This is an optimization exercise on Yosys and OpenROAD, whose aim is small area, not a production implementation. No functional check of the RTL was part of any run shown here. The clock port is modelled as an ideal driver; clocking choices that lean on that would not hold on a real chip. Power is estimated from default activity; no workload was simulated.

==> design/flow/design.v <==
`timescale 1ns/10ps
module fir(data_out, out_enable, data_in, sample_enable, coef_enable, error, clk, reset);
	output [15:0] data_out;
	output out_enable;
	output error;
	input [7:0] data_in;
	input sample_enable;
	input coef_enable;
	input clk;
	input reset;
	localparam S_RESET  = 3'd0;
	localparam S_C0     = 3'd1;
	localparam S_C1     = 3'd2;
	localparam S_C4     = 3'd5;
	localparam S_FILTER = 3'd6;
	localparam S_ERROR  = 3'd7;
	reg [2:0] state;
	reg primed;
	reg [7:0] c0, c1, c2, c3, c4;
	reg [7:0] x1n, x2n, x3n, x4n;
	wire ce = coef_enable;
	wire se = sample_enable;
	wire st_reset  = (state == S_RESET);
	wire st_filter = (state == S_FILTER);
	wire st_error  = (state == S_ERROR);
	wire st_coeff  = (state != S_RESET) && (state <= S_C4);
	wire st_c0     = (state == S_C0);
	wire read_coef = ce & ~se & ~st_error;
	wire read_samp = se & ~ce & (st_filter | st_c0);
	assign out_enable = st_filter | (st_c0 & ~ce & se);
	assign error = st_error | (st_reset & se) | (st_coeff & ce & se) |
	               (st_coeff & ~st_c0 & ~ce) | (st_filter & ce & se);
	reg [2:0] nstate;
	always @(*) begin
		nstate = state;
		if (error) nstate = S_ERROR;
		else if (read_coef) nstate = !st_coeff ? S_C1 : (state == S_C4 ? S_C0 : state + 3'd1);
		else if (st_c0) nstate = S_FILTER;
	end
	always @(posedge clk or negedge reset)
		if (~reset) begin
			state <= S_RESET;
			primed <= 1'b0;
		end else begin
			state <= nstate;
			if (st_c0 & ~ce) primed <= 1'b1;
		end
	always @(posedge clk)
		if (read_samp | ~primed) begin
			x1n <= read_samp ? ~data_in : 8'hff;
			x2n <= x1n; x3n <= x2n; x4n <= x3n;
		end
	always @(posedge clk)
		if (read_coef) begin
			c0 <= data_in; c1 <= c0; c2 <= c1; c3 <= c2; c4 <= c3;
		end
	wire s0;
	wire k0;
	wire s1;
	wire k1;
	wire s2;
	wire k2;
	wire s3;
	wire k3;
	wire s4;
	wire k4;
	wire s5;
	wire k5;
	wire s6;
	wire k6;
	wire s7;
	wire k7;
	wire e8;
	wire e9;
	wire e10;
	wire p11;
	wire p12;
	wire p14;
	wire p16;
	wire p18;
	wire p20;
	wire p22;
	wire p24;
	wire p26;
	wire p27;
	wire e28;
	wire e29;
	wire e30;
	wire p31;
	wire p32;
	wire p34;
	wire p36;
	wire p38;
	wire p40;
	wire p42;
	wire p44;
	wire p46;
	wire p47;
	wire e48;
	wire e49;
	wire e50;
	wire p51;
	wire p52;
	wire p54;
	wire p56;
	wire p58;
	wire p60;
	wire p62;
	wire p64;
	wire p66;
	wire p67;
	wire e68;
	wire e69;
	wire e70;
	wire p71;
	wire p72;
	wire p74;
	wire p76;
	wire p78;
	wire p80;
	wire p82;
	wire p84;
	wire p86;
	wire p87;
	wire s88;
	wire k88;
	wire s89;
	wire k89;
	wire s90;
	wire k90;
	wire s91;
	wire k91;
	wire s92;
	wire k92;
	wire s93;
	wire k93;
	wire s94;
	wire k94;
	wire s95;
	wire k95;
	wire e96;
	wire e97;
	wire e98;
	wire p99;
	wire p100;
	wire p102;
	wire p104;
	wire p106;
	wire p108;
	wire p110;
	wire p112;
	wire p114;
	wire p115;
	wire e116;
	wire e117;
	wire e118;
	wire p119;
	wire p120;
	wire p122;
	wire p124;
	wire p126;
	wire p128;
	wire p130;
	wire p132;
	wire p134;
	wire p135;
	wire e136;
	wire e137;
	wire e138;
	wire p139;
	wire p140;
	wire p142;
	wire p144;
	wire p146;
	wire p148;
	wire p150;
	wire p152;
	wire p154;
	wire p155;
	wire e156;
	wire e157;
	wire e158;
	wire p159;
	wire p160;
	wire p162;
	wire p164;
	wire p166;
	wire p168;
	wire p170;
	wire p172;
	wire p174;
	wire p175;
	wire s176;
	wire k176;
	wire s177;
	wire k177;
	wire s178;
	wire k178;
	wire s179;
	wire k179;
	wire s180;
	wire k180;
	wire s181;
	wire k181;
	wire s182;
	wire k182;
	wire s183;
	wire k183;
	wire e184;
	wire e185;
	wire e186;
	wire p187;
	wire p188;
	wire p190;
	wire p192;
	wire p194;
	wire p196;
	wire p198;
	wire p200;
	wire p202;
	wire p203;
	wire e204;
	wire e205;
	wire e206;
	wire p207;
	wire p208;
	wire p210;
	wire p212;
	wire p214;
	wire p216;
	wire p218;
	wire p220;
	wire p222;
	wire p223;
	wire e224;
	wire e225;
	wire e226;
	wire p227;
	wire p228;
	wire p230;
	wire p232;
	wire p234;
	wire p236;
	wire p238;
	wire p240;
	wire p242;
	wire p243;
	wire e244;
	wire e245;
	wire e246;
	wire p247;
	wire p248;
	wire p250;
	wire p252;
	wire p254;
	wire p256;
	wire p258;
	wire p260;
	wire p262;
	wire p263;
	wire s264;
	wire k264;
	wire s265;
	wire k265;
	wire s266;
	wire k266;
	wire s267;
	wire k267;
	wire s268;
	wire k268;
	wire s269;
	wire k269;
	wire s270;
	wire k270;
	wire s271;
	wire k271;
	wire e272;
	wire e273;
	wire e274;
	wire p275;
	wire p276;
	wire p278;
	wire p280;
	wire p282;
	wire p284;
	wire p286;
	wire p288;
	wire p290;
	wire p291;
	wire e292;
	wire e293;
	wire e294;
	wire p295;
	wire p296;
	wire p298;
	wire p300;
	wire p302;
	wire p304;
	wire p306;
	wire p308;
	wire p310;
	wire p311;
	wire e312;
	wire e313;
	wire e314;
	wire p315;
	wire p316;
	wire p318;
	wire p320;
	wire p322;
	wire p324;
	wire p326;
	wire p328;
	wire p330;
	wire p331;
	wire e332;
	wire e333;
	wire e334;
	wire p335;
	wire p336;
	wire p338;
	wire p340;
	wire p342;
	wire p344;
	wire p346;
	wire p348;
	wire p350;
	wire p351;
	wire s352;
	wire k352;
	wire s353;
	wire k353;
	wire s354;
	wire k354;
	wire s355;
	wire k355;
	wire s356;
	wire k356;
	wire s357;
	wire k357;
	wire s358;
	wire k358;
	wire s359;
	wire k359;
	wire e360;
	wire e361;
	wire e362;
	wire p363;
	wire p364;
	wire p366;
	wire p368;
	wire p370;
	wire p372;
	wire p374;
	wire p376;
	wire p378;
	wire p379;
	wire e380;
	wire e381;
	wire e382;
	wire p383;
	wire p384;
	wire p386;
	wire p388;
	wire p390;
	wire p392;
	wire p394;
	wire p396;
	wire p398;
	wire p399;
	wire e400;
	wire e401;
	wire e402;
	wire p403;
	wire p404;
	wire p406;
	wire p408;
	wire p410;
	wire p412;
	wire p414;
	wire p416;
	wire p418;
	wire p419;
	wire e420;
	wire e421;
	wire e422;
	wire p423;
	wire p424;
	wire p426;
	wire p428;
	wire p430;
	wire p432;
	wire p434;
	wire p436;
	wire p438;
	wire p439;
	wire s440;
	wire k440;
	wire s441;
	wire k441;
	wire s442;
	wire k442;
	wire s443;
	wire k443;
	wire s444;
	wire k444;
	wire s445;
	wire k445;
	wire s446;
	wire k446;
	wire s447;
	wire k447;
	wire s448;
	wire k448;
	wire s449;
	wire k449;
	wire s450;
	wire k450;
	wire s451;
	wire k451;
	wire s452;
	wire k452;
	wire s453;
	wire k453;
	wire s454;
	wire k454;
	wire s455;
	wire k455;
	wire s456;
	wire k456;
	wire s457;
	wire k457;
	wire s458;
	wire k458;
	wire s459;
	wire k459;
	wire s460;
	wire k460;
	wire s461;
	wire k461;
	wire s462;
	wire k462;
	wire s463;
	wire k463;
	wire s464;
	wire k464;
	wire s465;
	wire k465;
	wire s466;
	wire k466;
	wire s467;
	wire k467;
	wire s468;
	wire k468;
	wire s469;
	wire k469;
	wire s470;
	wire k470;
	wire s471;
	wire k471;
	wire s472;
	wire k472;
	wire s473;
	wire k473;
	wire s474;
	wire k474;
	wire s475;
	wire k475;
	wire s476;
	wire k476;
	wire s477;
	wire k477;
	wire s478;
	wire k478;
	wire s479;
	wire k479;
	wire s480;
	wire k480;
	wire s481;
	wire k481;
	wire s482;
	wire k482;
	wire s483;
	wire k483;
	wire s484;
	wire k484;
	wire s485;
	wire k485;
	wire s486;
	wire k486;
	wire s487;
	wire k487;
	wire s488;
	wire k488;
	wire s489;
	wire k489;
	wire s490;
	wire k490;
	wire s491;
	wire k491;
	wire s492;
	wire k492;
	wire s493;
	wire k493;
	wire s494;
	wire k494;
	wire s495;
	wire k495;
	wire s496;
	wire k496;
	wire s497;
	wire k497;
	wire s498;
	wire k498;
	wire s499;
	wire k499;
	wire s500;
	wire k500;
	wire s501;
	wire k501;
	wire s502;
	wire k502;
	wire s503;
	wire k503;
	wire s504;
	wire k504;
	wire s505;
	wire k505;
	wire s506;
	wire k506;
	wire s507;
	wire k507;
	wire s508;
	wire k508;
	wire s509;
	wire k509;
	wire s510;
	wire k510;
	wire s511;
	wire k511;
	wire s512;
	wire k512;
	wire s513;
	wire k513;
	wire s514;
	wire k514;
	wire s515;
	wire k515;
	wire s516;
	wire k516;
	wire s517;
	wire k517;
	wire s518;
	wire k518;
	wire s519;
	wire k519;
	wire s520;
	wire k520;
	wire s521;
	wire k521;
	wire s522;
	wire k522;
	wire s523;
	wire k523;
	wire s524;
	wire k524;
	wire s525;
	wire k525;
	wire s526;
	wire k526;
	wire s527;
	wire k527;
	wire s528;
	wire k528;
	wire s529;
	wire k529;
	wire s530;
	wire k530;
	wire s531;
	wire k531;
	wire s532;
	wire k532;
	wire s533;
	wire k533;
	wire s534;
	wire k534;
	wire s535;
	wire k535;
	wire s536;
	wire k536;
	wire s537;
	wire k537;
	wire s538;
	wire k538;
	wire s539;
	wire k539;
	wire s540;
	wire k540;
	wire s541;
	wire k541;
	wire s542;
	wire k542;
	wire s543;
	wire k543;
	wire s544;
	wire k544;
	wire s545;
	wire k545;
	wire s546;
	wire k546;
	wire s547;
	wire k547;
	wire s548;
	wire k548;
	wire s549;
	wire k549;
	wire s550;
	wire k550;
	wire s551;
	wire k551;
	wire s552;
	wire k552;
	wire s553;
	wire k553;
	wire s554;
	wire k554;
	wire s555;
	wire k555;
	wire s556;
	wire k556;
	wire s557;
	wire k557;
	wire s558;
	wire k558;
	wire s559;
	wire k559;
	wire s560;
	wire k560;
	wire s561;
	wire k561;
	wire s562;
	wire k562;
	wire s563;
	wire k563;
	wire s564;
	wire k564;
	wire s565;
	wire k565;
	wire s566;
	wire k566;
	wire s567;
	wire k567;
	wire s568;
	wire k568;
	wire s569;
	wire k569;
	wire s570;
	wire k570;
	wire s571;
	wire k571;
	wire s572;
	wire k572;
	wire s573;
	wire k573;
	wire s574;
	wire k574;
	wire s575;
	wire k575;
	wire s576;
	wire k576;
	wire s577;
	wire k577;
	wire s578;
	wire k578;
	wire s579;
	wire k579;
	wire s580;
	wire k580;
	wire s581;
	wire k581;
	wire s582;
	wire k582;
	wire s583;
	wire k583;
	wire s584;
	wire k584;
	wire s585;
	wire k585;
	wire s586;
	wire k586;
	wire s587;
	wire k587;
	wire s588;
	wire k588;
	wire s589;
	wire k589;
	wire s590;
	wire k590;
	wire s591;
	wire k591;
	wire s592;
	wire k592;
	wire s593;
	wire k593;
	wire s594;
	wire k594;
	wire s595;
	wire k595;
	wire s596;
	wire k596;
	wire s597;
	wire k597;
	wire s598;
	wire k598;
	wire s599;
	wire k599;
	wire s600;
	wire k600;
	wire s601;
	wire k601;
	wire s602;
	wire k602;
	wire s603;
	wire k603;
	wire s604;
	wire k604;
	wire s605;
	wire k605;
	wire s606;
	wire k606;
	wire s607;
	wire k607;
	wire s608;
	wire k608;
	wire s609;
	wire k609;
	wire s610;
	wire k610;
	wire s611;
	wire k611;
	wire s612;
	wire k612;
	wire s613;
	wire k613;
	wire s614;
	wire k614;
	wire s615;
	wire k615;
	wire s616;
	wire k616;
	wire s617;
	wire k617;
	wire s618;
	wire k618;
	wire s619;
	wire k619;
	wire s620;
	wire k620;
	wire s621;
	wire k621;
	wire s622;
	wire k622;
	wire s623;
	wire k623;
	wire s624;
	wire k624;
	wire o625;
	wire o626;
	wire o627;
	wire o628;
	wire o629;
	wire o630;
	wire o631;
	wire o632;
	wire o633;
	wire o634;
	wire o635;
	wire o636;
	wire o637;
	wire o638;
	wire o639;
	wire o640;
	wire o641;
	wire o642;
	fir_ha u0 (c4[1], c4[0], s0, k0);
	fir_fa u1 (c4[2], c4[1], k0, s1, k1);
	fir_fa u2 (c4[3], c4[2], k1, s2, k2);
	fir_fa u3 (c4[4], c4[3], k2, s3, k3);
	fir_fa u4 (c4[5], c4[4], k3, s4, k4);
	fir_fa u5 (c4[6], c4[5], k4, s5, k5);
	fir_fa u6 (c4[7], c4[6], k5, s6, k6);
	fir_ha u7 (c4[7], k6, s7, k7);
	assign e8 = (data_in[0]) & ~(data_in[1]);
	assign e9 = ~(data_in[0]) & (data_in[1]);
	assign e10 = (data_in[0]) & (data_in[1]);
	assign p11 = ~(c4[0] & (data_in[0]));
	fir_sel3 u13 (p12, e8, c4[1], e9, c4[0], e10, s0);
	fir_sel3 u15 (p14, e8, c4[2], e9, c4[1], e10, s1);
	fir_sel3 u17 (p16, e8, c4[3], e9, c4[2], e10, s2);
	fir_sel3 u19 (p18, e8, c4[4], e9, c4[3], e10, s3);
	fir_sel3 u21 (p20, e8, c4[5], e9, c4[4], e10, s4);
	fir_sel3 u23 (p22, e8, c4[6], e9, c4[5], e10, s5);
	fir_sel3 u25 (p24, e8, c4[7], e9, c4[6], e10, s6);
	assign p26 = ~((e9 & c4[7]) | (e10 & s7));
	assign p27 = ~((e10 & k7));
	assign e28 = (data_in[2]) & ~(data_in[3]);
	assign e29 = ~(data_in[2]) & (data_in[3]);
	assign e30 = (data_in[2]) & (data_in[3]);
	assign p31 = ~(c4[0] & (data_in[2]));
	fir_sel3 u33 (p32, e28, c4[1], e29, c4[0], e30, s0);
	fir_sel3 u35 (p34, e28, c4[2], e29, c4[1], e30, s1);
	fir_sel3 u37 (p36, e28, c4[3], e29, c4[2], e30, s2);
	fir_sel3 u39 (p38, e28, c4[4], e29, c4[3], e30, s3);
	fir_sel3 u41 (p40, e28, c4[5], e29, c4[4], e30, s4);
	fir_sel3 u43 (p42, e28, c4[6], e29, c4[5], e30, s5);
	fir_sel3 u45 (p44, e28, c4[7], e29, c4[6], e30, s6);
	assign p46 = ~((e29 & c4[7]) | (e30 & s7));
	assign p47 = ~((e30 & k7));
	assign e48 = (data_in[4]) & ~(data_in[5]);
	assign e49 = ~(data_in[4]) & (data_in[5]);
	assign e50 = (data_in[4]) & (data_in[5]);
	assign p51 = ~(c4[0] & (data_in[4]));
	fir_sel3 u53 (p52, e48, c4[1], e49, c4[0], e50, s0);
	fir_sel3 u55 (p54, e48, c4[2], e49, c4[1], e50, s1);
	fir_sel3 u57 (p56, e48, c4[3], e49, c4[2], e50, s2);
	fir_sel3 u59 (p58, e48, c4[4], e49, c4[3], e50, s3);
	fir_sel3 u61 (p60, e48, c4[5], e49, c4[4], e50, s4);
	fir_sel3 u63 (p62, e48, c4[6], e49, c4[5], e50, s5);
	fir_sel3 u65 (p64, e48, c4[7], e49, c4[6], e50, s6);
	assign p66 = ~((e49 & c4[7]) | (e50 & s7));
	assign p67 = ~((e50 & k7));
	assign e68 = (data_in[6]) & ~(data_in[7]);
	assign e69 = ~(data_in[6]) & (data_in[7]);
	assign e70 = (data_in[6]) & (data_in[7]);
	assign p71 = ~(c4[0] & (data_in[6]));
	fir_sel3 u73 (p72, e68, c4[1], e69, c4[0], e70, s0);
	fir_sel3 u75 (p74, e68, c4[2], e69, c4[1], e70, s1);
	fir_sel3 u77 (p76, e68, c4[3], e69, c4[2], e70, s2);
	fir_sel3 u79 (p78, e68, c4[4], e69, c4[3], e70, s3);
	fir_sel3 u81 (p80, e68, c4[5], e69, c4[4], e70, s4);
	fir_sel3 u83 (p82, e68, c4[6], e69, c4[5], e70, s5);
	fir_sel3 u85 (p84, e68, c4[7], e69, c4[6], e70, s6);
	assign p86 = ~((e69 & c4[7]) | (e70 & s7));
	assign p87 = ~((e70 & k7));
	fir_ha u88 (c3[1], c3[0], s88, k88);
	fir_fa u89 (c3[2], c3[1], k88, s89, k89);
	fir_fa u90 (c3[3], c3[2], k89, s90, k90);
	fir_fa u91 (c3[4], c3[3], k90, s91, k91);
	fir_fa u92 (c3[5], c3[4], k91, s92, k92);
	fir_fa u93 (c3[6], c3[5], k92, s93, k93);
	fir_fa u94 (c3[7], c3[6], k93, s94, k94);
	fir_ha u95 (c3[7], k94, s95, k95);
	assign e96 = (~x1n[0]) & ~(~x1n[1]);
	assign e97 = ~(~x1n[0]) & (~x1n[1]);
	assign e98 = (~x1n[0]) & (~x1n[1]);
	assign p99 = ~(c3[0] & (~x1n[0]));
	fir_sel3 u101 (p100, e96, c3[1], e97, c3[0], e98, s88);
	fir_sel3 u103 (p102, e96, c3[2], e97, c3[1], e98, s89);
	fir_sel3 u105 (p104, e96, c3[3], e97, c3[2], e98, s90);
	fir_sel3 u107 (p106, e96, c3[4], e97, c3[3], e98, s91);
	fir_sel3 u109 (p108, e96, c3[5], e97, c3[4], e98, s92);
	fir_sel3 u111 (p110, e96, c3[6], e97, c3[5], e98, s93);
	fir_sel3 u113 (p112, e96, c3[7], e97, c3[6], e98, s94);
	assign p114 = ~((e97 & c3[7]) | (e98 & s95));
	assign p115 = ~((e98 & k95));
	assign e116 = (~x1n[2]) & ~(~x1n[3]);
	assign e117 = ~(~x1n[2]) & (~x1n[3]);
	assign e118 = (~x1n[2]) & (~x1n[3]);
	assign p119 = ~(c3[0] & (~x1n[2]));
	fir_sel3 u121 (p120, e116, c3[1], e117, c3[0], e118, s88);
	fir_sel3 u123 (p122, e116, c3[2], e117, c3[1], e118, s89);
	fir_sel3 u125 (p124, e116, c3[3], e117, c3[2], e118, s90);
	fir_sel3 u127 (p126, e116, c3[4], e117, c3[3], e118, s91);
	fir_sel3 u129 (p128, e116, c3[5], e117, c3[4], e118, s92);
	fir_sel3 u131 (p130, e116, c3[6], e117, c3[5], e118, s93);
	fir_sel3 u133 (p132, e116, c3[7], e117, c3[6], e118, s94);
	assign p134 = ~((e117 & c3[7]) | (e118 & s95));
	assign p135 = ~((e118 & k95));
	assign e136 = (~x1n[4]) & ~(~x1n[5]);
	assign e137 = ~(~x1n[4]) & (~x1n[5]);
	assign e138 = (~x1n[4]) & (~x1n[5]);
	assign p139 = ~(c3[0] & (~x1n[4]));
	fir_sel3 u141 (p140, e136, c3[1], e137, c3[0], e138, s88);
	fir_sel3 u143 (p142, e136, c3[2], e137, c3[1], e138, s89);
	fir_sel3 u145 (p144, e136, c3[3], e137, c3[2], e138, s90);
	fir_sel3 u147 (p146, e136, c3[4], e137, c3[3], e138, s91);
	fir_sel3 u149 (p148, e136, c3[5], e137, c3[4], e138, s92);
	fir_sel3 u151 (p150, e136, c3[6], e137, c3[5], e138, s93);
	fir_sel3 u153 (p152, e136, c3[7], e137, c3[6], e138, s94);
	assign p154 = ~((e137 & c3[7]) | (e138 & s95));
	assign p155 = ~((e138 & k95));
	assign e156 = (~x1n[6]) & ~(~x1n[7]);
	assign e157 = ~(~x1n[6]) & (~x1n[7]);
	assign e158 = (~x1n[6]) & (~x1n[7]);
	assign p159 = ~(c3[0] & (~x1n[6]));
	fir_sel3 u161 (p160, e156, c3[1], e157, c3[0], e158, s88);
	fir_sel3 u163 (p162, e156, c3[2], e157, c3[1], e158, s89);
	fir_sel3 u165 (p164, e156, c3[3], e157, c3[2], e158, s90);
	fir_sel3 u167 (p166, e156, c3[4], e157, c3[3], e158, s91);
	fir_sel3 u169 (p168, e156, c3[5], e157, c3[4], e158, s92);
	fir_sel3 u171 (p170, e156, c3[6], e157, c3[5], e158, s93);
	fir_sel3 u173 (p172, e156, c3[7], e157, c3[6], e158, s94);
	assign p174 = ~((e157 & c3[7]) | (e158 & s95));
	assign p175 = ~((e158 & k95));
	fir_ha u176 (c2[1], c2[0], s176, k176);
	fir_fa u177 (c2[2], c2[1], k176, s177, k177);
	fir_fa u178 (c2[3], c2[2], k177, s178, k178);
	fir_fa u179 (c2[4], c2[3], k178, s179, k179);
	fir_fa u180 (c2[5], c2[4], k179, s180, k180);
	fir_fa u181 (c2[6], c2[5], k180, s181, k181);
	fir_fa u182 (c2[7], c2[6], k181, s182, k182);
	fir_ha u183 (c2[7], k182, s183, k183);
	assign e184 = (~x2n[0]) & ~(~x2n[1]);
	assign e185 = ~(~x2n[0]) & (~x2n[1]);
	assign e186 = (~x2n[0]) & (~x2n[1]);
	assign p187 = ~(c2[0] & (~x2n[0]));
	fir_sel3 u189 (p188, e184, c2[1], e185, c2[0], e186, s176);
	fir_sel3 u191 (p190, e184, c2[2], e185, c2[1], e186, s177);
	fir_sel3 u193 (p192, e184, c2[3], e185, c2[2], e186, s178);
	fir_sel3 u195 (p194, e184, c2[4], e185, c2[3], e186, s179);
	fir_sel3 u197 (p196, e184, c2[5], e185, c2[4], e186, s180);
	fir_sel3 u199 (p198, e184, c2[6], e185, c2[5], e186, s181);
	fir_sel3 u201 (p200, e184, c2[7], e185, c2[6], e186, s182);
	assign p202 = ~((e185 & c2[7]) | (e186 & s183));
	assign p203 = ~((e186 & k183));
	assign e204 = (~x2n[2]) & ~(~x2n[3]);
	assign e205 = ~(~x2n[2]) & (~x2n[3]);
	assign e206 = (~x2n[2]) & (~x2n[3]);
	assign p207 = ~(c2[0] & (~x2n[2]));
	fir_sel3 u209 (p208, e204, c2[1], e205, c2[0], e206, s176);
	fir_sel3 u211 (p210, e204, c2[2], e205, c2[1], e206, s177);
	fir_sel3 u213 (p212, e204, c2[3], e205, c2[2], e206, s178);
	fir_sel3 u215 (p214, e204, c2[4], e205, c2[3], e206, s179);
	fir_sel3 u217 (p216, e204, c2[5], e205, c2[4], e206, s180);
	fir_sel3 u219 (p218, e204, c2[6], e205, c2[5], e206, s181);
	fir_sel3 u221 (p220, e204, c2[7], e205, c2[6], e206, s182);
	assign p222 = ~((e205 & c2[7]) | (e206 & s183));
	assign p223 = ~((e206 & k183));
	assign e224 = (~x2n[4]) & ~(~x2n[5]);
	assign e225 = ~(~x2n[4]) & (~x2n[5]);
	assign e226 = (~x2n[4]) & (~x2n[5]);
	assign p227 = ~(c2[0] & (~x2n[4]));
	fir_sel3 u229 (p228, e224, c2[1], e225, c2[0], e226, s176);
	fir_sel3 u231 (p230, e224, c2[2], e225, c2[1], e226, s177);
	fir_sel3 u233 (p232, e224, c2[3], e225, c2[2], e226, s178);
	fir_sel3 u235 (p234, e224, c2[4], e225, c2[3], e226, s179);
	fir_sel3 u237 (p236, e224, c2[5], e225, c2[4], e226, s180);
	fir_sel3 u239 (p238, e224, c2[6], e225, c2[5], e226, s181);
	fir_sel3 u241 (p240, e224, c2[7], e225, c2[6], e226, s182);
	assign p242 = ~((e225 & c2[7]) | (e226 & s183));
	assign p243 = ~((e226 & k183));
	assign e244 = (~x2n[6]) & ~(~x2n[7]);
	assign e245 = ~(~x2n[6]) & (~x2n[7]);
	assign e246 = (~x2n[6]) & (~x2n[7]);
	assign p247 = ~(c2[0] & (~x2n[6]));
	fir_sel3 u249 (p248, e244, c2[1], e245, c2[0], e246, s176);
	fir_sel3 u251 (p250, e244, c2[2], e245, c2[1], e246, s177);
	fir_sel3 u253 (p252, e244, c2[3], e245, c2[2], e246, s178);
	fir_sel3 u255 (p254, e244, c2[4], e245, c2[3], e246, s179);
	fir_sel3 u257 (p256, e244, c2[5], e245, c2[4], e246, s180);
	fir_sel3 u259 (p258, e244, c2[6], e245, c2[5], e246, s181);
	fir_sel3 u261 (p260, e244, c2[7], e245, c2[6], e246, s182);
	assign p262 = ~((e245 & c2[7]) | (e246 & s183));
	assign p263 = ~((e246 & k183));
	fir_ha u264 (c1[1], c1[0], s264, k264);
	fir_fa u265 (c1[2], c1[1], k264, s265, k265);
	fir_fa u266 (c1[3], c1[2], k265, s266, k266);
	fir_fa u267 (c1[4], c1[3], k266, s267, k267);
	fir_fa u268 (c1[5], c1[4], k267, s268, k268);
	fir_fa u269 (c1[6], c1[5], k268, s269, k269);
	fir_fa u270 (c1[7], c1[6], k269, s270, k270);
	fir_ha u271 (c1[7], k270, s271, k271);
	assign e272 = (~x3n[0]) & ~(~x3n[1]);
	assign e273 = ~(~x3n[0]) & (~x3n[1]);
	assign e274 = (~x3n[0]) & (~x3n[1]);
	assign p275 = ~(c1[0] & (~x3n[0]));
	fir_sel3 u277 (p276, e272, c1[1], e273, c1[0], e274, s264);
	fir_sel3 u279 (p278, e272, c1[2], e273, c1[1], e274, s265);
	fir_sel3 u281 (p280, e272, c1[3], e273, c1[2], e274, s266);
	fir_sel3 u283 (p282, e272, c1[4], e273, c1[3], e274, s267);
	fir_sel3 u285 (p284, e272, c1[5], e273, c1[4], e274, s268);
	fir_sel3 u287 (p286, e272, c1[6], e273, c1[5], e274, s269);
	fir_sel3 u289 (p288, e272, c1[7], e273, c1[6], e274, s270);
	assign p290 = ~((e273 & c1[7]) | (e274 & s271));
	assign p291 = ~((e274 & k271));
	assign e292 = (~x3n[2]) & ~(~x3n[3]);
	assign e293 = ~(~x3n[2]) & (~x3n[3]);
	assign e294 = (~x3n[2]) & (~x3n[3]);
	assign p295 = ~(c1[0] & (~x3n[2]));
	fir_sel3 u297 (p296, e292, c1[1], e293, c1[0], e294, s264);
	fir_sel3 u299 (p298, e292, c1[2], e293, c1[1], e294, s265);
	fir_sel3 u301 (p300, e292, c1[3], e293, c1[2], e294, s266);
	fir_sel3 u303 (p302, e292, c1[4], e293, c1[3], e294, s267);
	fir_sel3 u305 (p304, e292, c1[5], e293, c1[4], e294, s268);
	fir_sel3 u307 (p306, e292, c1[6], e293, c1[5], e294, s269);
	fir_sel3 u309 (p308, e292, c1[7], e293, c1[6], e294, s270);
	assign p310 = ~((e293 & c1[7]) | (e294 & s271));
	assign p311 = ~((e294 & k271));
	assign e312 = (~x3n[4]) & ~(~x3n[5]);
	assign e313 = ~(~x3n[4]) & (~x3n[5]);
	assign e314 = (~x3n[4]) & (~x3n[5]);
	assign p315 = ~(c1[0] & (~x3n[4]));
	fir_sel3 u317 (p316, e312, c1[1], e313, c1[0], e314, s264);
	fir_sel3 u319 (p318, e312, c1[2], e313, c1[1], e314, s265);
	fir_sel3 u321 (p320, e312, c1[3], e313, c1[2], e314, s266);
	fir_sel3 u323 (p322, e312, c1[4], e313, c1[3], e314, s267);
	fir_sel3 u325 (p324, e312, c1[5], e313, c1[4], e314, s268);
	fir_sel3 u327 (p326, e312, c1[6], e313, c1[5], e314, s269);
	fir_sel3 u329 (p328, e312, c1[7], e313, c1[6], e314, s270);
	assign p330 = ~((e313 & c1[7]) | (e314 & s271));
	assign p331 = ~((e314 & k271));
	assign e332 = (~x3n[6]) & ~(~x3n[7]);
	assign e333 = ~(~x3n[6]) & (~x3n[7]);
	assign e334 = (~x3n[6]) & (~x3n[7]);
	assign p335 = ~(c1[0] & (~x3n[6]));
	fir_sel3 u337 (p336, e332, c1[1], e333, c1[0], e334, s264);
	fir_sel3 u339 (p338, e332, c1[2], e333, c1[1], e334, s265);
	fir_sel3 u341 (p340, e332, c1[3], e333, c1[2], e334, s266);
	fir_sel3 u343 (p342, e332, c1[4], e333, c1[3], e334, s267);
	fir_sel3 u345 (p344, e332, c1[5], e333, c1[4], e334, s268);
	fir_sel3 u347 (p346, e332, c1[6], e333, c1[5], e334, s269);
	fir_sel3 u349 (p348, e332, c1[7], e333, c1[6], e334, s270);
	assign p350 = ~((e333 & c1[7]) | (e334 & s271));
	assign p351 = ~((e334 & k271));
	fir_ha u352 (c0[1], c0[0], s352, k352);
	fir_fa u353 (c0[2], c0[1], k352, s353, k353);
	fir_fa u354 (c0[3], c0[2], k353, s354, k354);
	fir_fa u355 (c0[4], c0[3], k354, s355, k355);
	fir_fa u356 (c0[5], c0[4], k355, s356, k356);
	fir_fa u357 (c0[6], c0[5], k356, s357, k357);
	fir_fa u358 (c0[7], c0[6], k357, s358, k358);
	fir_ha u359 (c0[7], k358, s359, k359);
	assign e360 = (~x4n[0]) & ~(~x4n[1]);
	assign e361 = ~(~x4n[0]) & (~x4n[1]);
	assign e362 = (~x4n[0]) & (~x4n[1]);
	assign p363 = ~(c0[0] & (~x4n[0]));
	fir_sel3 u365 (p364, e360, c0[1], e361, c0[0], e362, s352);
	fir_sel3 u367 (p366, e360, c0[2], e361, c0[1], e362, s353);
	fir_sel3 u369 (p368, e360, c0[3], e361, c0[2], e362, s354);
	fir_sel3 u371 (p370, e360, c0[4], e361, c0[3], e362, s355);
	fir_sel3 u373 (p372, e360, c0[5], e361, c0[4], e362, s356);
	fir_sel3 u375 (p374, e360, c0[6], e361, c0[5], e362, s357);
	fir_sel3 u377 (p376, e360, c0[7], e361, c0[6], e362, s358);
	assign p378 = ~((e361 & c0[7]) | (e362 & s359));
	assign p379 = ~((e362 & k359));
	assign e380 = (~x4n[2]) & ~(~x4n[3]);
	assign e381 = ~(~x4n[2]) & (~x4n[3]);
	assign e382 = (~x4n[2]) & (~x4n[3]);
	assign p383 = ~(c0[0] & (~x4n[2]));
	fir_sel3 u385 (p384, e380, c0[1], e381, c0[0], e382, s352);
	fir_sel3 u387 (p386, e380, c0[2], e381, c0[1], e382, s353);
	fir_sel3 u389 (p388, e380, c0[3], e381, c0[2], e382, s354);
	fir_sel3 u391 (p390, e380, c0[4], e381, c0[3], e382, s355);
	fir_sel3 u393 (p392, e380, c0[5], e381, c0[4], e382, s356);
	fir_sel3 u395 (p394, e380, c0[6], e381, c0[5], e382, s357);
	fir_sel3 u397 (p396, e380, c0[7], e381, c0[6], e382, s358);
	assign p398 = ~((e381 & c0[7]) | (e382 & s359));
	assign p399 = ~((e382 & k359));
	assign e400 = (~x4n[4]) & ~(~x4n[5]);
	assign e401 = ~(~x4n[4]) & (~x4n[5]);
	assign e402 = (~x4n[4]) & (~x4n[5]);
	assign p403 = ~(c0[0] & (~x4n[4]));
	fir_sel3 u405 (p404, e400, c0[1], e401, c0[0], e402, s352);
	fir_sel3 u407 (p406, e400, c0[2], e401, c0[1], e402, s353);
	fir_sel3 u409 (p408, e400, c0[3], e401, c0[2], e402, s354);
	fir_sel3 u411 (p410, e400, c0[4], e401, c0[3], e402, s355);
	fir_sel3 u413 (p412, e400, c0[5], e401, c0[4], e402, s356);
	fir_sel3 u415 (p414, e400, c0[6], e401, c0[5], e402, s357);
	fir_sel3 u417 (p416, e400, c0[7], e401, c0[6], e402, s358);
	assign p418 = ~((e401 & c0[7]) | (e402 & s359));
	assign p419 = ~((e402 & k359));
	assign e420 = (~x4n[6]) & ~(~x4n[7]);
	assign e421 = ~(~x4n[6]) & (~x4n[7]);
	assign e422 = (~x4n[6]) & (~x4n[7]);
	assign p423 = ~(c0[0] & (~x4n[6]));
	fir_sel3 u425 (p424, e420, c0[1], e421, c0[0], e422, s352);
	fir_sel3 u427 (p426, e420, c0[2], e421, c0[1], e422, s353);
	fir_sel3 u429 (p428, e420, c0[3], e421, c0[2], e422, s354);
	fir_sel3 u431 (p430, e420, c0[4], e421, c0[3], e422, s355);
	fir_sel3 u433 (p432, e420, c0[5], e421, c0[4], e422, s356);
	fir_sel3 u435 (p434, e420, c0[6], e421, c0[5], e422, s357);
	fir_sel3 u437 (p436, e420, c0[7], e421, c0[6], e422, s358);
	assign p438 = ~((e421 & c0[7]) | (e422 & s359));
	assign p439 = ~((e422 & k359));
	fir_fa u440 (p187, p275, p363, s440, k440);
	fir_fa u441 (p99, s440, p11, s441, k441);
	fir_fa u442 (p100, p188, p276, s442, k442);
	fir_fa u443 (p364, k440, s442, s443, k443);
	fir_fa u444 (s443, p12, k441, s444, k444);
	fir_fa u445 (p119, p207, p295, s445, k445);
	fir_fa u446 (p383, p102, p190, s446, k446);
	fir_fa u447 (p278, p366, k442, s447, k447);
	fir_fa u448 (s445, s446, s447, s448, k448);
	fir_fa u449 (k443, s448, p14, s449, k449);
	fir_fa u450 (p31, s449, k444, s450, k450);
	fir_fa u451 (p120, p208, p296, s451, k451);
	fir_fa u452 (p384, k445, s451, s452, k452);
	fir_fa u453 (p104, p192, p280, s453, k453);
	fir_fa u454 (p368, k446, k447, s454, k454);
	fir_fa u455 (s452, s453, k448, s455, k455);
	fir_fa u456 (s454, s455, p16, s456, k456);
	fir_fa u457 (p32, k449, s456, s457, k457);
	fir_xnor u458 (s457, k450, s458);
	fir_or v458 (s457, k450, k458);
	fir_fa u459 (p139, p227, p315, s459, k459);
	fir_fa u460 (p403, p122, p210, s460, k460);
	fir_fa u461 (p298, p386, k451, s461, k461);
	fir_fa u462 (s459, s460, s461, s462, k462);
	fir_fa u463 (k452, p106, p194, s463, k463);
	fir_fa u464 (p282, p370, k453, s464, k464);
	fir_fa u465 (k454, s462, s463, s465, k465);
	fir_fa u466 (s464, k455, p18, s466, k466);
	fir_fa u467 (p34, p51, s465, s467, k467);
	fir_fa u468 (k456, s466, s467, s468, k468);
	fir_fa u469 (k457, s468, k458, s469, k469);
	fir_fa u470 (p140, p228, p316, s470, k470);
	fir_fa u471 (p404, k459, s470, s471, k471);
	fir_fa u472 (p124, p212, p300, s472, k472);
	fir_fa u473 (p388, k460, k461, s473, k473);
	fir_fa u474 (s471, s472, k462, s474, k474);
	fir_fa u475 (s473, p108, p196, s475, k475);
	fir_fa u476 (p284, p372, k463, s476, k476);
	fir_fa u477 (k464, s474, p20, s477, k477);
	fir_fa u478 (p36, p52, k465, s478, k478);
	fir_fa u479 (s475, s476, k466, s479, k479);
	fir_fa u480 (s477, s478, k467, s480, k480);
	fir_fa u481 (s479, k468, s480, s481, k481);
	fir_xnor u482 (s481, k469, s482);
	fir_or v482 (s481, k469, k482);
	fir_fa u483 (p159, p247, p335, s483, k483);
	fir_fa u484 (p423, p142, p230, s484, k484);
	fir_fa u485 (p318, p406, k470, s485, k485);
	fir_fa u486 (s483, s484, s485, s486, k486);
	fir_fa u487 (k471, p126, p214, s487, k487);
	fir_fa u488 (p302, p390, k472, s488, k488);
	fir_fa u489 (k473, s486, s487, s489, k489);
	fir_fa u490 (s488, k474, p38, s490, k490);
	fir_fa u491 (p54, p71, p110, s491, k491);
	fir_fa u492 (p198, p22, p286, s492, k492);
	fir_fa u493 (p374, k475, k476, s493, k493);
	fir_fa u494 (s489, k477, s490, s494, k494);
	fir_fa u495 (s491, k478, s492, s495, k495);
	fir_fa u496 (s493, k479, s494, s496, k496);
	fir_fa u497 (k480, s495, s496, s497, k497);
	fir_fa u498 (k481, s497, k482, s498, k498);
	fir_fa u499 (p160, p248, p336, s499, k499);
	fir_fa u500 (p424, k483, s499, s500, k500);
	fir_fa u501 (p144, p232, p320, s501, k501);
	fir_fa u502 (p408, k484, k485, s502, k502);
	fir_fa u503 (s500, s501, k486, s503, k503);
	fir_fa u504 (s502, p128, p216, s504, k504);
	fir_fa u505 (p304, p392, k487, s505, k505);
	fir_fa u506 (k488, s503, p40, s506, k506);
	fir_fa u507 (p56, p72, k489, s507, k507);
	fir_fa u508 (s504, s505, k490, s508, k508);
	fir_fa u509 (p112, p200, p24, s509, k509);
	fir_fa u510 (p288, p376, k491, s510, k510);
	fir_fa u511 (s506, k492, k493, s511, k511);
	fir_fa u512 (s507, k494, s508, s512, k512);
	fir_fa u513 (s509, s510, k495, s513, k513);
	fir_fa u514 (s511, k496, s512, s514, k514);
	fir_fa u515 (s513, k497, s514, s515, k515);
	fir_xnor u516 (s515, k498, s516);
	fir_or v516 (s515, k498, k516);
	fir_fa u517 (p162, p250, p338, s517, k517);
	fir_fa u518 (p426, k499, s517, s518, k518);
	fir_fa u519 (k500, p146, p234, s519, k519);
	fir_fa u520 (p322, p410, k501, s520, k520);
	fir_fa u521 (k502, s518, s519, s521, k521);
	fir_fa u522 (s520, k503, p58, s522, k522);
	fir_fa u523 (p74, p130, p218, s523, k523);
	fir_fa u524 (p306, p394, p42, s524, k524);
	fir_fa u525 (k504, k505, s521, s525, k525);
	fir_fa u526 (k506, s522, k507, s526, k526);
	fir_fa u527 (s523, s524, p114, s527, k527);
	fir_fa u528 (p202, p26, p290, s528, k528);
	fir_fa u529 (p378, s525, k508, s529, k529);
	fir_fa u530 (k509, k510, k511, s530, k530);
	fir_fa u531 (s526, s527, s528, s531, k531);
	fir_fa u532 (s529, k512, s530, s532, k532);
	fir_fa u533 (k513, s531, k514, s533, k533);
	fir_fa u534 (s532, s533, k515, s534, k534);
	fir_xnor u535 (s534, k516, s535);
	fir_or v535 (s534, k516, k535);
	fir_fa u536 (p164, p252, p340, s536, k536);
	fir_fa u537 (p428, k517, k518, s537, k537);
	fir_fa u538 (s536, p148, p236, s538, k538);
	fir_fa u539 (p324, p412, k519, s539, k539);
	fir_fa u540 (k520, s537, p60, s540, k540);
	fir_fa u541 (p76, k521, s538, s541, k541);
	fir_fa u542 (s539, k522, p132, s542, k542);
	fir_fa u543 (p220, p308, p396, s543, k543);
	fir_fa u544 (p44, s540, k523, s544, k544);
	fir_fa u545 (k524, p115, p203, s545, k545);
	fir_fa u546 (p27, p291, p379, s546, k546);
	fir_fa u547 (k525, s541, s542, s547, k547);
	fir_fa u548 (s543, k526, s544, s548, k548);
	fir_fa u549 (k527, k528, s545, s549, k549);
	fir_fa u550 (s546, k529, k530, s550, k550);
	fir_fa u551 (s547, s548, k531, s551, k551);
	fir_fa u552 (s549, s550, k532, s552, k552);
	fir_fa u553 (s551, k533, s552, s553, k553);
	fir_fa u554 (k534, s553, k535, s554, k554);
	fir_fa u555 (p166, p254, p342, s555, k555);
	fir_fa u556 (p430, k536, k537, s556, k556);
	fir_fa u557 (s555, p78, p150, s557, k557);
	fir_fa u558 (p238, p326, p414, s558, k558);
	fir_fa u559 (p62, k538, k539, s559, k559);
	fir_fa u560 (s556, k540, s557, s560, k560);
	fir_fa u561 (s558, k541, s559, s561, k561);
	fir_fa u562 (p134, p222, p310, s562, k562);
	fir_fa u563 (p398, p46, k542, s563, k563);
	fir_fa u564 (k543, k544, s560, s564, k564);
	fir_fa u565 (k545, k546, s561, s565, k565);
	fir_fa u566 (s562, s563, k547, s566, k566);
	fir_fa u567 (k548, s564, k549, s567, k567);
	fir_fa u568 (s565, k550, s566, s568, k568);
	fir_fa u569 (k551, s567, k552, s569, k569);
	fir_fa u570 (s568, s569, k553, s570, k570);
	fir_xnor u571 (s570, k554, s571);
	fir_or v571 (s570, k554, k571);
	fir_fa u572 (p168, p256, p344, s572, k572);
	fir_fa u573 (p432, k555, p80, s573, k573);
	fir_fa u574 (k556, s572, p152, s574, k574);
	fir_fa u575 (p240, p328, p416, s575, k575);
	fir_fa u576 (p64, k557, s573, s576, k576);
	fir_fa u577 (k558, k559, p135, s577, k577);
	fir_fa u578 (p223, p311, p399, s578, k578);
	fir_fa u579 (p47, s574, k560, s579, k579);
	fir_fa u580 (s575, s576, k561, s580, k580);
	fir_fa u581 (s577, k562, s578, s581, k581);
	fir_fa u582 (k563, k564, s579, s582, k582);
	fir_fa u583 (s580, k565, s581, s583, k583);
	fir_fa u584 (k566, s582, k567, s584, k584);
	fir_fa u585 (s583, k568, s584, s585, k585);
	fir_fa u586 (k569, s585, k570, s586, k586);
	fir_xnor u587 (s586, k571, s587);
	fir_or v587 (s586, k571, k587);
	fir_fa u588 (p170, p258, p346, s588, k588);
	fir_fa u589 (p434, p82, k572, s589, k589);
	fir_fa u590 (k573, s588, s589, s590, k590);
	fir_fa u591 (p154, p242, p330, s591, k591);
	fir_fa u592 (p418, p66, k574, s592, k592);
	fir_fa u593 (k575, k576, k577, s593, k593);
	fir_fa u594 (k578, s590, s591, s594, k594);
	fir_fa u595 (s592, k579, s593, s595, k595);
	fir_fa u596 (k580, k581, s594, s596, k596);
	fir_fa u597 (k582, s595, k583, s597, k597);
	fir_fa u598 (s596, k584, s597, s598, k598);
	fir_fa u599 (k585, s598, k586, s599, k599);
	fir_xnor u600 (s599, k587, s600);
	fir_or v600 (s599, k587, k600);
	fir_fa u601 (p172, p260, p348, s601, k601);
	fir_fa u602 (p436, p84, k588, s602, k602);
	fir_fa u603 (k589, p155, p243, s603, k603);
	fir_fa u604 (p331, p419, p67, s604, k604);
	fir_fa u605 (s601, s602, k590, s605, k605);
	fir_fa u606 (k591, s603, s604, s606, k606);
	fir_fa u607 (k592, k593, s605, s607, k607);
	fir_fa u608 (k594, s606, k595, s608, k608);
	fir_fa u609 (s607, k596, s608, s609, k609);
	fir_fa u610 (k597, s609, k598, s610, k610);
	fir_fa u611 (s610, k599, k600, s611, k611);
	fir_fa u612 (p174, p262, p350, s612, k612);
	fir_fa u613 (p438, p86, k601, s613, k613);
	fir_fa u614 (k602, k603, k604, s614, k614);
	fir_fa u615 (s612, s613, k605, s615, k615);
	fir_fa u616 (k606, s614, s615, s616, k616);
	fir_fa u617 (k607, k608, s616, s617, k617);
	fir_fa u618 (k609, s617, k610, s618, k618);
	fir_fa u619 (p175, p263, p351, s619, k619);
	fir_fa u620 (p439, p87, k612, s620, k620);
	fir_fa u621 (s619, k613, k614, s621, k621);
	fir_fa u622 (s620, k615, s621, s622, k622);
	fir_fa u623 (k616, s622, k617, s623, k623);
	fir_xnor u624 (s623, k618, s624);
	fir_or v624 (s623, k618, k624);
	assign o625 = ~s441;
	assign o626 = ~s444;
	assign o627 = ~s450;
	assign o628 = ~s458;
	assign o629 = ~s469;
	assign o630 = ~s482;
	assign o631 = ~s498;
	assign o632 = ~s516;
	assign o633 = ~s535;
	assign o634 = ~s554;
	assign o635 = ~s571;
	assign o636 = ~s587;
	assign o637 = ~s600;
	assign o638 = ~s611;
	assign o639 = ~s618;
	assign o640 = ~s624;
	assign o641 = o639 ^ ~k611;
	assign o642 = o640 ^ (~k611 & o639);
	assign data_out = {o642, o641, o638, o637, o636, o635, o634, o633, o632, o631, o630, o629, o628, o627, o626, o625};
endmodule
module fir_fa(input a, input b, input c, output s, output co);
	assign s = a ^ b ^ c;
	assign co = (a & b) | (c & (a ^ b));
endmodule
module fir_sel3(output y, input s1, input a1, input s2, input a2, input s3, input a3);
	assign y = ~((s1 & a1) | (s2 & a2) | (s3 & a3));
endmodule
module fir_xnor(input a, input b, output y);
	assign y = ~(a ^ b);
endmodule
module fir_or(input a, input b, output y);
	assign y = a | b;
endmodule
module fir_ha(input a, input b, output s, output co);
	assign s = a ^ b;
	assign co = a & b;
endmodule
==> design/flow/flow/run.sh <==
#!/bin/bash
# The standard layout with three changes: port buffers chosen per
# direction (flow/pre_gpl.tcl), global placement that is not timing driven,
# and a clock tree of small clock buffers without dummy balancing loads.
set -uo pipefail
here=$(pwd)
bash standard.sh \
  "DONT_BUFFER_PORTS=1" \
  "PRE_GLOBAL_PLACE_TCL=$here/flow/pre_gpl.tcl" \
  "CTS_ARGS=-sink_clustering_enable -repair_clock_nets -buf_list sky130_fd_sc_hd__clkbuf_4 -root_buf sky130_fd_sc_hd__clkbuf_8 -dont_use_dummy_load" \
  finish > standard_make.log 2>&1
==> design/flow/flow/pre_gpl.tcl <==
# Runs before global placement: drop the buffers synthesis left in the
# netlist, then give each input port a buf_2 and each output port a buf_1.
remove_buffers
buffer_ports -inputs -buffer_cell sky130_fd_sc_hd__buf_2
buffer_ports -outputs -buffer_cell sky130_fd_sc_hd__buf_1
==> design/flow/standard.sh <==
#!/bin/bash
# synth_recipe.tcl (not shown) runs the flow's synth.tcl, then flattens the netlist and writes it again
# the make line also repeats each setting of config.mk as NAME=value (left out here)
make -C /OpenROAD-flow-scripts/flow DESIGN_CONFIG=/design/flow/config.mk WORK_HOME=/design/flow/orfs CLKGATE_MAP_FILE= SYNTH_SCRIPT=/design/flow/synth_recipe.tcl "${@:-finish}"
==> design/flow/config.mk <==
export PLATFORM = sky130hd
export DESIGN_NAME = fir
export DESIGN_NICKNAME = fir
export VERILOG_FILES = /design/flow/design.v
export SDC_FILE = /design/flow/constraint.sdc
export NUM_CORES = 4
export LEC_CHECK = 0
export CAP_MARGIN = 20
export CELL_PAD_IN_SITES_DETAIL_PLACEMENT = 1
export CELL_PAD_IN_SITES_GLOBAL_PLACEMENT = 1
export CORE_MARGIN = 2
export CORE_UTILIZATION = 40
export GPL_TIMING_DRIVEN = 0
export SLEW_MARGIN = 20
export SYNTH_HIERARCHICAL = 1
==> design/flow/constraint.sdc <==
create_clock -name core_clock -period 12.0 [get_ports {clk}]
set_input_delay 2.4000 -clock core_clock [delete_from_list [all_inputs] [get_ports {clk}]]
set_output_delay 2.4000 -clock core_clock [all_outputs]
set_load 0.01 [all_outputs]
==> flow_metrics.py, run 1 <==
metrics = {
    "global_routing": {
        "global_route.overflow_total": 0,
        "largest_net_degree_at_the_start_of_global_routing": 24,
        "global_route_wire_length_before_repair_um": 48800,
        "number_of_global_route_vias_before_repair": 7358,
        "global_route_usage_over_all_layers_pct": 28.2,
        "number_of_antenna_violations_at_the_first_check_in_global_routing": 0,
    },
    "power": {
        "vdd_ir_drop_max_mv": 0.0530,
        "share_seq_of_total_power_pct": 44.7,
        "power_per_cell_area_nw_per_um2": 65.4,
        "cell_internal_pwr_w": 0.000440,
        "power_switching_share_pct": 32.1,
        "p_leak_nw": 2.42,
        "clock_power_share_pct": 25.4,
        "share_comb_of_total_power_pct": 29.9,
        "power_switching_w": 0.000208,
    },
    "drt": {
        "via_count": 6985,
        "drt_drc_violations_left": 0,
        "drt-total-wl_um": 33200,
        "remaining_antenna_violation_count": 0,
        "drt-wirelength-per-cell_um": 33.2,
        "post_drt_via_cell_ratio": 6.99,
        "drt-pass1-iter-count": 15,
        "first_iter_violations": 1760,
    },
    "setup_path": {
        "critical_path_cell_count": 22,
        "cpPeakStageDelay_ns": 0.87,
        "cp.buffers_inverters": 2,
        "worstSetupPathType": "reg -> out",
        "critPathTopFamily": "adder cells",
        "endpoint_arrival_time_on_the_critical_path_ns": 9.17,
        "worst_path_most_repeated_cell": "sky130_fd_sc_hd__fa_1",
        "timing.critical_path.slowest_stage_cell": "sky130_fd_sc_hd__a222oi_1",
        "cp.required_ns": 9.60,
        "r2r_cells": 5,
        "crit_path_start_kind": "flop",
        "timing.critical_path.fanout_max": 11,
        "critPathCaptureType": "primary output",
        "critical_path_cell_by_cell": "ha_1 > fa_1 > fa_1 > fa_1 > fa_1 > fa_1 > fa_1 > a222oi_1 > fa_1 > fa_1 > fa_1 > fa_1 > fa_1 > fa_1 > fa_1 > fa_1 > or2_1 > fa_1 > inv_1 > ha_1 > xnor2_1 > buf_1",
    },
    "synthesis": {
        "count_of_flip_flops_with_a_built_in_enable_after_synthesis": 72,
        "yosysMostFrequentCell": "sky130_fd_sc_hd__fa_1",
        "synth_top_cell_area_share_pct": 44.4,
        "synth_nets": 894,
        "post_synth.cell_area_avg_um2": 14.1,
        "sequential_fraction_of_the_synthesis_area_pct": 24.3,
        "postSynth.topFlopCell": "sky130_fd_sc_hd__edfxtp_1",
        "ys.warnings.count": 7,
        "async_flop_share_pct": 5.26,
        "netlist.top_cell.by_area": "sky130_fd_sc_hd__fa_1",
        "synth.cells.most_frequent": "sky130_fd_sc_hd__fa_1 (207), sky130_fd_sc_hd__a222oi_1 (140), sky130_fd_sc_hd__edfxtp_1 (72)",
        "synthDistinctLibCells": 32,
        "ys_top_cells_by_area": "sky130_fd_sc_hd__fa_1 (44%), sky130_fd_sc_hd__edfxtp_1 (23%), sky130_fd_sc_hd__a222oi_1 (15%)",
        "synthesized_flop_and_latch_total": 76,
        "synth_cells": 663,
        "syn_area_um2": 9330,
    },
    "final_layout": {
        "layout-area-overhead-vs-synth_pct": 6.15,
        "finish.net_count": 919,
        "fillCellCount": 2302,
        "proportion_of_layout_cells_with_a_drive_suffix_above_1_pct": 7.14,
    },
    "timing": {
        "timing.final.crit_period_ns": 11.57,
        "finalCritPeriodShare_pct": 96.4,
        "worstMarginPinSlew_ns": 1.02,
        "max_slew_margin_pct": 32.0,
        "final-max-slew-violation-count": 0,
        "timing_hold_violations_final": 0,
        "setup_repair_after_global_routing_missed_its_margin": "no",
        "setup_viol_count_final": 0,
        "finClkSkew_ns": 0.0194,
        "timing.fmax_ghz": 0.0864,
        "final_worst_setup_slack_ns": 0.432,
        "final.setup.tns_ns": 0,
    },
    "clock_network": {
        "numClockSinks": 76,
        "clockBufferDepth": 2,
        "postCtsSetupRepairBufs": 0,
        "clock-root-buffer": "sky130_fd_sc_hd__clkbuf_8",
        "worst_skew_pair.late_latency_ns": 0.38,
        "numCtsBuffers": 9,
        "cts.htree.levels": 3,
        "total_of_cells_resized_after_clock_tree_synthesis": 0,
        "tritoncts_clock_tree": "built",
        "clkTransAtPathRegs_ns": 0.09,
        "cts_hold_buffers": 0,
    },
    "floorplan": {
        "initial_core_util_pct": 40.9,
        "std_cell_rows": 55,
        "dieHeight_um": 157,
        "core-area_um2": 22800,
        "pin_count": 30,
        "die_area_um2": 24600,
        "die-width_um": 157,
    },
    "hold_path": {
        "hold_path_class": "reg -> reg",
        "holdPathStages": 1,
    },
    "placement": {
        "port-buffer-count": 29,
        "gp_congestion": 1.02,
        "detailedPlacementHpwl_um": 27600,
        "preCtsSetupSlack_ns": 0.857,
    },
    "outcome": {
        "run_status": "no timing/DRC/antenna violations",
    },
    "job": {
        "cap_viol_max_count": 0,
    },
}
## worst paths after layout
check                      slack [ns]     start      endpoint
min                              0.52    primed        primed
max reg2reg                      9.36  state[2]        x4n[1]
min in group asynchronous        1.83     reset      state[1]
max in group asynchronous       10.04     reset      state[0]
min reg2reg                      0.52    primed        primed
max                              0.43     c1[1]  data_out[15]
## flip-flops by register name (all words and copies together), names as in the netlist
signal	flops
c2	8
x3n	8
state	3
c0	8
x2n	8
x1n	8
c3	8
c1	8
x4n	8
c4	8
primed	1
## Yosys stat by module, one instance, submodules excluded
| module | copies in the design | cells |
|---|---|---|
| fir_fa | 207 | 1 |
| fir_xnor | 8 | 1 |
| fir_ha | 10 | 1 |
| fir_or | 7 | 1 |
| fir_sel3 | 140 | 1 |
| fir | 1 | 291 |
## power groups by stage
stage               combinational, W  clock (W)  sequential, W
global placement            0.000192          0       0.000296
CTS                         0.000200   0.000171       0.000290
detailed placement          0.000199          0       0.000296
global route                0.000221   0.000177       0.000290
floorplan                   0.000182          0       0.000295
finish                      0.000194   0.000164       0.000290
## logic make-up (layout without fill, tap and decap cells)
kind of cell	Yosys count	after routing	share of synthesized area, %
buffers and inverters	36	59	2.11
other	0	1	0
XOR/XNOR	9	9	0.845
AND/OR/NAND/NOR	150	150	8.52
flip-flops	76	76	24.3
multiplexers	20	20	2.20
adder cells (fa/ha/maj)	219	219	46.0
AO/OA/AOI/OAI	153	153	16.0
## metrics by stage
step / power [W] / util [%] / hold slack, ns / instance area (um2) / cells
floorplan: 0.000477 / - / 0.444 / 9330 / 663
global placement: 0.000487 / 42.6 / 0.468 / 9710 / 988
detailed placement: 0.000495 / 42.9 / 0.506 / 9770 / 990
CTS: 0.000660 / 43.4 / 0.528 / 9900 / 999
global route: 0.000687 / 43.4 / 0.547 / 9900 / 999
finish: 0.000647 / 43.5 / 0.515 / 9900 / 1000
## layout make-up
type | instances | area (um2) | area share [%]
antenna | 1 | 2.50 | 0.0253
clock buffer | 9 | 124 | 1.25
inverter | 19 | 71.3 | 0.721
multi-input combinational | 551 | 6870 | 69.4
sequential | 76 | 2260 | 22.9
tap | 313 | 392 | 3.96
timing repair buffer | 31 | 178 | 1.79
## cells in the final DEF, fill, tap and decap left out, types with 17 or more instances in the layout
cell / count
sky130_fd_sc_hd__fa_1: 207
sky130_fd_sc_hd__a222oi_1: 140
sky130_fd_sc_hd__edfxtp_1: 72
sky130_fd_sc_hd__nand2_1: 40
sky130_fd_sc_hd__nor2b_1: 40
sky130_fd_sc_hd__nor2_1: 19
sky130_fd_sc_hd__inv_1: 18
sky130_fd_sc_hd__buf_1: 18
sky130_fd_sc_hd__nand2b_1: 17
sky130_fd_sc_hd__or2_2: 17
## metal layers
metal / global-route usage (%) / up-vias / routed length [um]
li1: - / 2703 / -
met1: 38.7 / 3711 / 12500
met2: 46.2 / 508 / 16100
met3: 4.38 / 63 / 3440
met4: 9.13 / 0 / 1130
met5: 0 / - / 0
==> run 2: changes to the inputs <==
==> design/flow/flow/run.sh (replaced) <==
#!/bin/bash
# The standard layout with these changes: port buffers chosen per direction
# (flow/pre_gpl.tcl), global placement that is not timing driven, only
# small buffers for the resizer (flow/small_bufs.tcl), and a clock tree of
# clock buffers without dummy balancing loads.
set -uo pipefail
here=$(pwd)
bash standard.sh synth > standard_synth.log 2>&1 || exit 1
bash standard.sh \
  "DONT_BUFFER_PORTS=1" \
  "PRE_GLOBAL_PLACE_TCL=$here/flow/pre_gpl.tcl" \
  "PRE_RESIZE_TCL=$here/flow/small_bufs.tcl" \
  "PRE_CTS_TCL=$here/flow/small_bufs.tcl" \
  "PRE_GLOBAL_ROUTE_TCL=$here/flow/small_bufs.tcl" \
  "CTS_ARGS=-sink_clustering_enable -repair_clock_nets -buf_list sky130_fd_sc_hd__clkbuf_4 -root_buf sky130_fd_sc_hd__clkbuf_8 -dont_use_dummy_load" \
  finish > standard_make.log 2>&1
==> design/flow/flow/small_bufs.tcl (new file) <==
set_dont_use {sky130_fd_sc_hd__buf_6 sky130_fd_sc_hd__buf_8 sky130_fd_sc_hd__buf_12 sky130_fd_sc_hd__buf_16 sky130_fd_sc_hd__bufbuf_8 sky130_fd_sc_hd__bufbuf_16}
==> run 2 against run 1 <==
  * Still clean
  * Global-route usage barely moved
  * Fmax down 0.38%
  * Register-to-register slack worse by 0.12 ns
  * Non-clock buffer count did not move
  * Total power up 0.28%
  * Synthesized area unchanged
  * First-iteration DRC count fell by 3.2%
  * Clock skew grew 0.0051 ns
  * Worst setup slack got worse by 0.044 ns
  * Largest cell class unchanged
==> flow_metrics.py, run 2 <==
metrics = {
    "placement": {
        "detailedPlacementHpwl_um": 27500,
        "port-buffer-count": 29,
        "gp_congestion": 1.02,
    },
    "global_routing": {
        "number_of_global_route_vias_before_repair": 7275,
        "global_route_usage_over_all_layers_pct": 28.2,
        "largest_net_degree_at_the_start_of_global_routing": 24,
        "number_of_antenna_violations_at_the_first_check_in_global_routing": 0,
        "global_route_wire_length_before_repair_um": 48700,
        "global_route.overflow_total": 0,
    },
    "synthesis": {
        "postSynth.topFlopCell": "sky130_fd_sc_hd__edfxtp_1",
        "ys_top_cells_by_area": "sky130_fd_sc_hd__fa_1 (44%), sky130_fd_sc_hd__edfxtp_1 (23%), sky130_fd_sc_hd__a222oi_1 (15%)",
        "synth_top_cell_area_share_pct": 44.4,
        "sequential_fraction_of_the_synthesis_area_pct": 24.3,
        "synth.cells.most_frequent": "sky130_fd_sc_hd__fa_1 (207), sky130_fd_sc_hd__a222oi_1 (140), sky130_fd_sc_hd__edfxtp_1 (72)",
        "post_synth.cell_area_avg_um2": 14.1,
        "synthDistinctLibCells": 32,
        "synthesized_flop_and_latch_total": 76,
        "count_of_flip_flops_with_a_built_in_enable_after_synthesis": 72,
        "async_flop_share_pct": 5.26,
        "synth_nets": 894,
        "syn_area_um2": 9330,
        "netlist.top_cell.by_area": "sky130_fd_sc_hd__fa_1",
        "yosysMostFrequentCell": "sky130_fd_sc_hd__fa_1",
        "ys.warnings.count": 7,
        "synth_cells": 663,
    },
    "clock_network": {
        "total_of_cells_resized_after_clock_tree_synthesis": 0,
        "postCtsSetupRepairBufs": 0,
        "numCtsBuffers": 9,
        "tritoncts_clock_tree": "built",
        "clkTransAtPathRegs_ns": 0.08,
        "worst_skew_pair.late_latency_ns": 0.38,
        "numClockSinks": 76,
        "cts_hold_buffers": 0,
    },
    "drt": {
        "drt-total-wl_um": 33300,
        "remaining_antenna_violation_count": 0,
        "drt-wirelength-per-cell_um": 33.3,
        "drt_drc_violations_left": 0,
        "drt-pass1-iter-count": 12,
        "post_drt_via_cell_ratio": 6.96,
        "via_count": 6953,
        "first_iter_violations": 1703,
    },
    "setup_path": {
        "crit_path_start_kind": "flop",
        "endpoint_arrival_time_on_the_critical_path_ns": 9.21,
        "r2r_cells": 5,
        "critPathCaptureType": "primary output",
        "cp.required_ns": 9.60,
        "worstSetupPathType": "reg -> out",
        "timing.critical_path.fanout_max": 10,
    },
    "floorplan": {
        "core-area_um2": 22800,
        "die-width_um": 157,
        "die_area_um2": 24600,
        "pin_count": 30,
        "initial_core_util_pct": 40.9,
        "dieHeight_um": 157,
        "std_cell_rows": 55,
    },
    "timing": {
        "finClkSkew_ns": 0.0245,
        "timing_hold_violations_final": 0,
        "holdWs_ns": 0.530,
        "timing.fmax_ghz": 0.0861,
        "setup_viol_count_final": 0,
        "worstMarginPinSlew_ns": 1.10,
        "final.setup.tns_ns": 0,
        "max_slew_margin_pct": 26.4,
        "timing.final.crit_period_ns": 11.61,
        "setup_repair_after_global_routing_missed_its_margin": "no",
        "finalCritPeriodShare_pct": 96.8,
        "final-max-slew-violation-count": 0,
    },
    "final_layout": {
        "utilization_pct": 43.3,
        "proportion_of_layout_cells_with_a_drive_suffix_above_1_pct": 7.14,
        "most_common_library_cell_in_the_layout_ignoring_fill_and_taps": "sky130_fd_sc_hd__fa_1",
        "layout-area-overhead-vs-synth_pct": 5.69,
        "num_antenna_cells": 0,
        "finish.net_count": 919,
        "mostFrequentLayoutCells": "sky130_fd_sc_hd__fa_1 (207), sky130_fd_sc_hd__a222oi_1 (140), sky130_fd_sc_hd__edfxtp_1 (72), sky130_fd_sc_hd__nand2_1 (40), sky130_fd_sc_hd__nor2b_1 (40)",
    },
    "job": {
        "cap_viol_max_count": 0,
    },
    "power": {
        "total_power_w": 0.000649,
        "p_leak_nw": 2.41,
        "vdd_ir_drop_max_mv": 0.0409,
        "power_per_cell_area_nw_per_um2": 65.9,
    },
    "hold_path": {
        "holdPathStages": 1,
        "hold_path_class": "reg -> reg",
    },
    "outcome": {
        "run_status": "no timing/DRC/antenna violations",
    },
}
run 2: cell count changes in the layout (fill, tap and decap cells not counted):
| cell | delta |
|---|---|
| sky130_fd_sc_hd__buf_16 | -2 |
| sky130_fd_sc_hd__buf_4 | +2 |
| sky130_fd_sc_hd__diode_2 | -1 |
run 2: critical path: stages, from the launching register on:
cell and delay (ns):
sky130_fd_sc_hd__edfxtp_1 0.60, sky130_fd_sc_hd__ha_1 0.29, sky130_fd_sc_hd__fa_1 0.39, sky130_fd_sc_hd__fa_1 0.39
sky130_fd_sc_hd__fa_1 0.39, sky130_fd_sc_hd__fa_1 0.39, sky130_fd_sc_hd__fa_1 0.41, sky130_fd_sc_hd__fa_1 0.57
sky130_fd_sc_hd__a222oi_1 0.95, sky130_fd_sc_hd__fa_1 0.36, sky130_fd_sc_hd__fa_1 0.42, sky130_fd_sc_hd__fa_1 0.41
sky130_fd_sc_hd__fa_1 0.41, sky130_fd_sc_hd__fa_1 0.49, sky130_fd_sc_hd__fa_1 0.42, sky130_fd_sc_hd__fa_1 0.39
sky130_fd_sc_hd__fa_1 0.47, sky130_fd_sc_hd__or2_1 0.24, sky130_fd_sc_hd__fa_1 0.36, sky130_fd_sc_hd__inv_1 0.06
sky130_fd_sc_hd__ha_1 0.15, sky130_fd_sc_hd__xnor2_1 0.11, sky130_fd_sc_hd__buf_1 0.16
run 2: final timing paths:
path	end	from	slack, ns
worst max register to register	x4n[5]	state[2]	9.24
worst max-delay path	data_out[15]	c2[0]	0.39
min in group asynchronous	primed	reset	1.82
worst min register to register	primed	primed	0.53
worst min-delay path	primed	primed	0.53
max in group asynchronous	state[2]	reset	10.06
run 2: cell type report:
type	count	area (um2)
tap	313	392
timing repair buffer	31	138
multi-input combinational	551	6870
clock buffer	9	124
fill	2329	12900
inverter	19	71.3
sequential	76	2260
run 2: power by group:
part           internal [W]  leakage, nW  switching (W)
registers          0.000289        0.618    0.000000830
clock network     0.0000673       0.0647      0.0000998
logic             0.0000826         1.72       0.000110
run 2: stage by stage:
| step | std cells | setup WS [ns] | instance area (um2) |
|---|---|---|---|
| 2_1_floorplan | 663 | 1.73 | 9330 |
| 4_1_cts | 999 | 0.416 | 9860 |
| 3_5_place_dp | 990 | 0.851 | 9730 |
| 6_report | 999 | 0.388 | 9860 |
| 3_3_place_gp | 988 | 0.926 | 9710 |
| 5_1_grt | 999 | 0.186 | 9860 |
run 2: kinds of logic (layout without fill, tap and decap cells):
group / Yosys count / in the layout / synth area share [%]
buffers and inverters: 36 / 59 / 2.11
xor gates and xnor gates: 9 / 9 / 0.845
adders and majority gates: 219 / 219 / 46.0
DFF: 76 / 76 / 24.3
muxes: 20 / 20 / 2.20
and+or+nand+nor: 150 / 150 / 8.52
AOI/OAI and AO/OA: 153 / 153 / 16.0
run 2: layer usage:
layer  share of wire, %  track usage, %  vias up
met5                  0               0        -
met4                3.8            9.00        0
met3                 11            4.57       68
met2                 48            46.4      525
met1                 37            38.4     3662
li1                   -               -     2698
run 2: Yosys stat by module (local to each module, per instance):
module	flops+latches	cell area, um2	times used	cells
fir_xnor	0	8.76	8	1
fir_sel3	0	10.0	140	1
fir_ha	0	12.5	10	1
fir	76	3540	1	291
fir_fa	0	20.0	207	1
fir_or	0	6.26	7	1

[separate check: timing with driven ports]
The results above use ideal ports. As a check the final layouts listed here were re-extracted and re-timed, cells and wires unchanged.
Step 1, drivers: a clkbuf_16 drives clk and a buf_2 each remaining input, both assumed.
Step 2 times the ports against the registers' clock, not the clock port: input delays grow and output delays shrink by t, the midpoint of the rising clock arrivals with the driver on.
Slacks: ideal / step 1 / step 2; pairs: ideal / step 1.
| run | shift t [ns] | setup WS [ns] | worst setup path after step 2 | clock arrival spread, ns | cell pins on the clock port's net |
|---|---|---|---|---|---|
| run 1 | 0.407 | 0.432 / 0.391 / 0.798 | register to output | 0.020 / 0.020 | 1 |
| run 2 | 0.409 | 0.388 / 0.346 / 0.756 | register to output | 0.025 / 0.025 | 1 |
After both steps every run listed still meets setup and hold.
